From an optimization exercise on the open Yosys and OpenROAD flow, aimed at small area; shortcuts taken in it are not production practice. The RTL was checked by simulation tests, not by an equivalence proof against the original design.

==> flow/design.v (excerpt) <==
module filter #(
    parameter DATA_WIDTH = 16
)
(
    input                               clk,
    input                               rst_n,
    input   signed [DATA_WIDTH-1:0]     FilterIn,
    input                               ValidIn,
    output      signed [32:0]           data_out,
    output                              ValidOut
);
export LEC_CHECK = 0
export CAP_MARGIN = 20
export CORE_MARGIN = 2
export CORE_UTILIZATION = 65
export CTS_CLUSTER_DIAMETER = 100
export CTS_CLUSTER_SIZE = 26
export GPL_TIMING_DRIVEN = 0
export SLEW_MARGIN = 20
export SYNTH_HIERARCHICAL = 1
export SYNTH_MINIMUM_KEEP_SIZE = 0
create_clock -name core_clock -period 14.0 [get_ports {clk}]
run.sh (not shown) runs the stock make flow with config.mk's settings and CLKGATE_MAP_FILE= SYNTH_SCRIPT=/design/flow/synth_recipe.tcl, a recipe that flattens the netlist after the stock synthesis.
Rerun with:
==> flow/flow/run.sh (new file) <==
#!/bin/bash
export BUFFER_PORTS_ARGS="-buffer_cell sky130_fd_sc_hd__buf_1"
export PRE_GLOBAL_PLACE_TCL="$PWD/flow/pre_gpl.tcl"
export CTS_ARGS="-sink_clustering_enable -repair_clock_nets -sink_clustering_size 26 -sink_clustering_max_diameter 100 -dont_use_dummy_load"
bash standard.sh > standard.log 2>&1
==> flow/flow/pre_gpl.tcl (new file) <==
remove_buffers
==> flow/standard.sh (new file) <==
#!/bin/bash
# synth_recipe.tcl (not shown) runs the flow's synth.tcl, then flattens the netlist and writes it again
# the make line also repeats each setting of config.mk as NAME=value (left out here)
make -C /OpenROAD-flow-scripts/flow DESIGN_CONFIG=/design/flow/config.mk WORK_HOME=/design/flow/orfs CLKGATE_MAP_FILE= SYNTH_SCRIPT=/design/flow/synth_recipe.tcl "${@:-finish}"
--- a/flow/config.mk
+++ b/flow/config.mk
@@ -7,3 +7,3 @@
 export LEC_CHECK = 0
-export CAP_MARGIN = 20
+export CAP_MARGIN = 5
 export CORE_MARGIN = 2
@@ -13,3 +13,3 @@
 export GPL_TIMING_DRIVEN = 0
-export SLEW_MARGIN = 20
+export SLEW_MARGIN = 5
 export SYNTH_HIERARCHICAL = 1
removed: flow/run.sh
Outcome:
- wire length went up slightly
- worst hold slack barely changes
- maximum frequency went up slightly
- count of clock-buffer cells in the layout went down by 9
- cell area went down slightly
Rerun with:
==> flow/flow/run.sh (replaced) <==
#!/bin/bash
export BUFFER_PORTS_ARGS="-buffer_cell sky130_fd_sc_hd__buf_1"
export PRE_GLOBAL_PLACE_TCL="$PWD/flow/pre_gpl.tcl"
bash standard.sh > standard.log 2>&1
--- a/flow/config.mk
+++ b/flow/config.mk
@@ -7,3 +7,3 @@
 export LEC_CHECK = 0
-export CAP_MARGIN = 5
+export CAP_MARGIN = 20
 export CORE_MARGIN = 2
@@ -13,3 +13,3 @@
 export GPL_TIMING_DRIVEN = 0
-export SLEW_MARGIN = 5
+export SLEW_MARGIN = 20
 export SYNTH_HIERARCHICAL = 1
After rerunning: The new run produced a clean layout; core utilization increases by 0.62 points; register-to-register slack is worse by 50 ps; wire length is higher by 0.45%; clock-buffer cell count climbs by 9; critical path depth does not change; design area goes up by 0.89%; area after synthesis does not change; sequential share of layout area decreases by 0.30 points; worst setup slack improves by 92 ps; worst hold slack stays flat.


filter again, from the RTL that the note above started with.
Settings: LEC_CHECK=0, CAP_MARGIN=20, CORE_MARGIN=2, CORE_UTILIZATION=65, CTS_BUF_LIST=sky130_fd_sc_hd__clkbuf_8, CTS_CLUSTER_DIAMETER=80, CTS_CLUSTER_SIZE=15, GPL_TIMING_DRIVEN=0, SLEW_MARGIN=20, SYNTH_HIERARCHICAL=1, SYNTH_MINIMUM_KEEP_SIZE=0; clock period 14.0 ns.
standard.sh (not shown) runs the stock make flow with config.mk's settings and CLKGATE_MAP_FILE= SYNTH_SCRIPT=/design/flow/synth_recipe.tcl, a recipe that flattens the netlist after the stock synthesis.
==> flow/flow/run.sh <==
#!/bin/bash
export BUFFER_PORTS_ARGS="-buffer_cell sky130_fd_sc_hd__buf_1"
export PRE_GLOBAL_PLACE_TCL="$PWD/flow/pre_gpl.tcl"
bash standard.sh > standard.log 2>&1
==> flow/flow/pre_gpl.tcl <==
remove_buffers
The baseline finished clean.
Edit:
==> flow/flow/run.sh (replaced) <==
#!/bin/bash
export BUFFER_PORTS_ARGS="-buffer_cell sky130_fd_sc_hd__buf_1"
export PRE_GLOBAL_PLACE_TCL="$PWD/flow/pre_gpl.tcl"
export CTS_ARGS="-sink_clustering_enable -repair_clock_nets -sink_clustering_size 18 -sink_clustering_max_diameter 90 -buf_list sky130_fd_sc_hd__clkbuf_8 -dont_use_dummy_load"
bash standard.sh > standard.log 2>&1
- CAP_MARGIN: 20 -> 5
- CTS_BUF_LIST: sky130_fd_sc_hd__clkbuf_8 -> default
- CTS_CLUSTER_DIAMETER: 80 -> default
- CTS_CLUSTER_SIZE: 15 -> default
- SLEW_MARGIN: 20 -> 5
The changed run ran to the end with no violations.
Die area is unchanged.
Non-clock buffer count falls by 2.
Cell area decreases by 0.86%.
Routed wire length drops by about 0.4%.
Setup slack got worse by 41 ps.
Cell count drops by 0.93%.
Flip-flop and latch count is unchanged.
Sequential share of layout area came out higher by 0.30 points.
Via count hardly moves.

what the ideal ports hide:
How much do the figures lean on ideal ports? The routed layouts below were timed once more, with nothing changed but the port constraints.
Step 1: set_driving_cell puts a clkbuf_16 on clk and a buf_2 on each other input, an assumption about the parent block.
Step 2 moves the port delays by t, midway between the first and last clock arrival at a register: inputs arrive t later, outputs are due t later. That takes back most of the time a late clock gives input paths.
a / b / c = ideal ports / drivers / drivers and shift; a / b = the first two.
run | shift t [ns] | setup slack, ns | latest minus earliest clock arrival (ns)
the first run of note 1 | 0.563 | 0.378 / 0.412 / -0.151 | 0.022 / 0.022
the second run of note 1 | 0.550 | 0.559 / 0.594 / 0.044 | 0.064 / 0.064
the third run of note 1 | 0.556 | 0.651 / 0.684 / 0.128 | 0.031 / 0.031
the first run of note 2 | 0.660 | 0.780 / 0.812 / 0.152 | 0.076 / 0.076
the second run of note 2 | 0.606 | 0.739 / 0.768 / 0.162 | 0.102 / 0.102
Met with ideal ports but missed after step 2: setup timing in the first run of note 1. For the first run of note 2, which loses most, drivers alone change the setup slack by +0.032 ns; drivers and shift together by -0.628 ns.
